Background: an optimization exercise with open tools, aiming at small area and a short achievable clock period. Do not read the settings as production practice. At most, simulation tests tie the RTL to the original design; equivalence was not proved. No driver is modelled on the clock port, so clock power and skew are understated where the tree is cut down; a real chip needs a root buffer or a tree. Power is estimated from default activity; no workload was simulated.

## the previous run
## ultrasonido
module ultrasonido(clk, trig, echo, distancia, init, done);
Size: roughly 67 flip-flops, ~0.0025 mm^2 of cells after synthesis.
Settings: LEC_CHECK=0, CAP_MARGIN=20, CORE_MARGIN=2, CORE_UTILIZATION=40, SLEW_MARGIN=20; clock period 18.0 ns.
standard.sh (not shown) runs the stock make flow with config.mk's settings and CLKGATE_MAP_FILE= SYNTH_SCRIPT=/design/flow/synth_recipe.tcl, a recipe that flattens the netlist after the stock synthesis.
==> flow/flow/run.sh <==
#!/bin/bash
# The standard ORFS layout (standard.sh) with: faster port buffers, extra
# setup margin for repair_timing, and the clock tree replaced after CTS by a
# few clock buffers on the clock port (flow/clock_leaves.tcl).
export FLOW_FLOW_DIR=$PWD/flow
bash standard.sh BUFFER_PORTS_ARGS="-buffer_cell sky130_fd_sc_hd__buf_2" CORE_UTILIZATION=70 CTS_ARGS="-sink_clustering_enable -repair_clock_nets -dont_use_dummy_load" SETUP_SLACK_MARGIN=13.8 POST_CTS_TCL=$PWD/flow/post_cts.tcl finish > standard.log 2>&1
Other scripts of this flow, unchanged in this note and not shown: flow/flow/clock_leaves.tcl, flow/flow/post_cts.tcl
diff inputs: the previous run => the current run
==> flow/flow/run.sh <==
#!/bin/bash
# The standard ORFS layout (standard.sh) with: faster port buffers, extra
# setup margin for repair_timing, and the clock tree replaced after CTS by a
# few clock buffers on the clock port (flow/clock_leaves.tcl).
export FLOW_FLOW_DIR=$PWD/flow
bash standard.sh BUFFER_PORTS_ARGS="-buffer_cell sky130_fd_sc_hd__buf_2" CORE_UTILIZATION=70 CTS_ARGS="-sink_clustering_enable -repair_clock_nets -dont_use_dummy_load" SETUP_SLACK_MARGIN=13.5 POST_CTS_TCL=$PWD/flow/post_cts.tcl finish > standard.log 2>&1
## What came out
- Vias: the current run fewer than the previous run
- Against the previous run, met3 wire length in the current run fell by more than a quarter.
- Final worst slack | the current run above the previous run
- Compared with the previous run, in the current run total power barely changed, filler cell count in the final layout +34.
No functional check of the RTL was part of any run of this note. In every run of this note, the design's own scripts or RTL, not TritonCTS, make the clock network.

The RTL this note starts from:
==> flow/design.v <==
`timescale 1ns / 1ps
module ultrasonido(clk, trig, echo, distancia, init, done);
input init;
input clk;
input echo;
output reg trig;
output reg [8:0] distancia;
output reg done;
reg pr;       
reg pa;       
reg pl;       
reg [22:0] t;
localparam [22:0] INV = 23'h2AAAAA;
wire [22:0] s = t ^ INV;
wire zero22 = (s[21:0] == 22'd0);
wire fb = s[22] ^ s[17] ^ zero22;
wire cur_z = zero22 & ~s[22];           
wire next_z = zero22 & s[22];           
wire end_w = s[22] & s[20] & s[19] & s[11] & s[10] & ~s[6];
wire in_w = trig | cur_z;               
wire win = pr | next_z | (in_w & ~end_w);
wire [22:0] s_nx = pr ? 23'd1 : {s[21:0], fb};
reg [10:0] q;
reg [16:0] R;
reg h;
localparam [16:0] ROFF = 17'd31072;
wire last = q[10] & q[8] & q[7] & q[4] & q[1]
          & R[15] & R[12] & R[9] & R[3] & R[2] & R[1] & R[0];
wire [17:0] S = {1'b0, R} + 18'd17;
wire co = S[17];
wire clr = pr | pl | (pa & last);
wire [16:0] R_nx = clr ? ROFF : pa ? (co ? (S[16:0] | ROFF) : S[16:0]) : R;
wire [10:0] q_nx = clr ? 11'd0 : q + {10'd0, pa & co};
wire h_now = ~pr & (pa | (h & ~pl));    
wire act = ~win & echo;
wire lowev = ~win & ~echo;
always @(posedge clk) begin
	pr <= ~init;
	pa <= init & act;
	pl <= init & lowev;
	t <= s_nx ^ INV;
	q <= q_nx;
	R <= R_nx;
	h <= h_now;
	trig <= init & win;
	done <= init & (done | lowev);
	if (!init) distancia <= 9'd0;
	else if (lowev & h_now) distancia <= q_nx[8:0];
end
endmodule
==> flow/config.mk <==
export PLATFORM = sky130hd
export DESIGN_NAME = ultrasonido
export DESIGN_NICKNAME = ultrasonido
export VERILOG_FILES = /design/flow/design.v
export SDC_FILE = /design/flow/constraint.sdc
export NUM_CORES = 4
export LEC_CHECK = 0
export CAP_MARGIN = 20
export CORE_MARGIN = 2
export CORE_UTILIZATION = 40
export SLEW_MARGIN = 20
==> flow/constraint.sdc <==
create_clock -name core_clock -period 18.0 [get_ports {clk}]
set_input_delay 3.6000 -clock core_clock [delete_from_list [all_inputs] [get_ports {clk}]]
set_output_delay 3.6000 -clock core_clock [all_outputs]
set_load 0.01 [all_outputs]
==> flow/flow/run.sh <==
#!/bin/bash
# Standard layout with faster port buffers and extra setup margin for repair_timing.
bash standard.sh BUFFER_PORTS_ARGS="-buffer_cell sky130_fd_sc_hd__buf_2" SETUP_SLACK_MARGIN=13.8 finish > standard.log 2>&1
The baseline ran to the end with no violations.
Change:
==> flow/flow/run.sh (replaced) <==
#!/bin/bash
# Standard ORFS layout (the standard.sh) with extra make settings.
bash standard.sh BUFFER_PORTS_ARGS="-buffer_cell sky130_fd_sc_hd__buf_2" SETUP_SLACK_MARGIN=13.0 CORE_UTILIZATION=70 finish > standard.log 2>&1
Effect: The new run ran to the end with no violations. Wire length went up by 2.7%. Global-route usage went up by 11 points. Die area went down by 41%. Critical path depth does not change. Final cell count went down by 8.8%. Utilization went up by 31 points. Clock-buffer cell count went up by 5. Combinational power went down by 8.2%. Final area went down by 7.5%. Worst setup slack degrades by 0.088 ns. Hold slack improves by 0.0046 ns.
Change:
==> flow/flow/run.sh (replaced) <==
#!/bin/bash
# Standard ORFS layout (the standard.sh) with extra make settings.
bash standard.sh BUFFER_PORTS_ARGS="-buffer_cell sky130_fd_sc_hd__buf_2" SETUP_SLACK_MARGIN=13.0 CTS_ARGS="-sink_clustering_enable -repair_clock_nets -dont_use_dummy_load -sink_clustering_size 30" finish > standard.log 2>&1
The new run completed with no timing, DRC or antenna violations.
Global-route usage fell by 12 points.
Area after synthesis does not change.
Core utilization decreases by 34 points.
Fmax climbs slightly.
Worst setup slack improved by 0.070 ns.
Change:
==> flow/flow/run.sh (replaced) <==
#!/bin/bash
# Standard ORFS layout (the standard.sh) with extra make settings.
bash standard.sh BUFFER_PORTS_ARGS="-buffer_cell sky130_fd_sc_hd__buf_2" SETUP_SLACK_MARGIN=13.0 CORE_UTILIZATION=70 CTS_ARGS="-sink_clustering_enable -repair_clock_nets -dont_use_dummy_load" finish > standard.log 2>&1
After rerunning: Power went down by about 11%; wire length went up by about 2%; cell count went down by 8.5%; setup slack degrades by 0.046 ns; clock-buffer cell count is unchanged; hold slack improves by 0.0034 ns; via count went up by 3.0%; area after synthesis does not change.
Change:
==> flow/run.sh (new file) <==
#!/bin/bash
# synth_recipe.tcl (not shown) runs the flow's synth.tcl, then flattens the netlist and writes it again
# the make line also repeats each setting of config.mk as NAME=value (left out here)
make -C /OpenROAD-flow-scripts/flow DESIGN_CONFIG=/design/flow/config.mk WORK_HOME=/design/flow/orfs CLKGATE_MAP_FILE= SYNTH_SCRIPT=/design/flow/synth_recipe.tcl finish
removed: flow/flow/run.sh
removed: flow/standard.sh
Clock skew shrinks by 0.0093 ns.
Non-clock buffer count is unchanged.
Worst setup slack is worse by 0.38 ns.
Register-to-register slack is better by 0.06 ns.
Via count shrinks by 3.5%.
Worst hold slack is worse by 0.0036 ns.
Wire length shrinks by 1.5%.
Total power grows by 22%.
Clock-buffer cell count is unchanged.
Combinational power grows by 4.5%.
Global-route usage shrinks by 11 points.

[re-timing with driven ports]
The flow's constraints put no driver on any port. The routed layouts listed below were extracted and timed again, unchanged, in two steps.
Step 1 (the two cells are an assumption about what drives the block):
set clk [get_ports {clk}]
set_driving_cell -lib_cell sky130_fd_sc_hd__clkbuf_16 $clk
set_driving_cell -lib_cell sky130_fd_sc_hd__buf_2 [delete_from_list [all_inputs] $clk]
Step 2 times the ports against the registers' clock, not the clock port: input delays grow and output delays shrink by t, the midpoint of the rising clock arrivals with the driver on.
a / b / c = no drivers / after step 1 / after step 2; a / b = the first two.
run | shift t [ns] | setup slack, ns | clock arrival spread, ns
the previous run | 0.202 | 13.477 / 13.488 / 13.286 | 0.005 / 0.006
the current run | 0.201 | 13.501 / 13.506 / 13.306 | 0.005 / 0.005
the first run of note 2 | 0.376 | 13.593 / 13.566 / 13.510 | 0.010 / 0.011
the second run of note 2 | 0.417 | 13.505 / 13.480 / 13.301 | 0.013 / 0.014
the third run of note 2 | 0.358 | 13.574 / 13.547 / 13.241 | 0.017 / 0.017
the fourth run of note 2 | 0.401 | 13.529 / 13.505 / 13.289 | 0.018 / 0.018
the fifth run of note 2 | 0.365 | 13.151 / 13.123 / 12.914 | 0.011 / 0.011
After both steps every run listed still meets setup and hold. The setup slack of the third run of note 2, which loses most, moves by -0.027 ns with the drivers and by -0.333 ns with both steps.
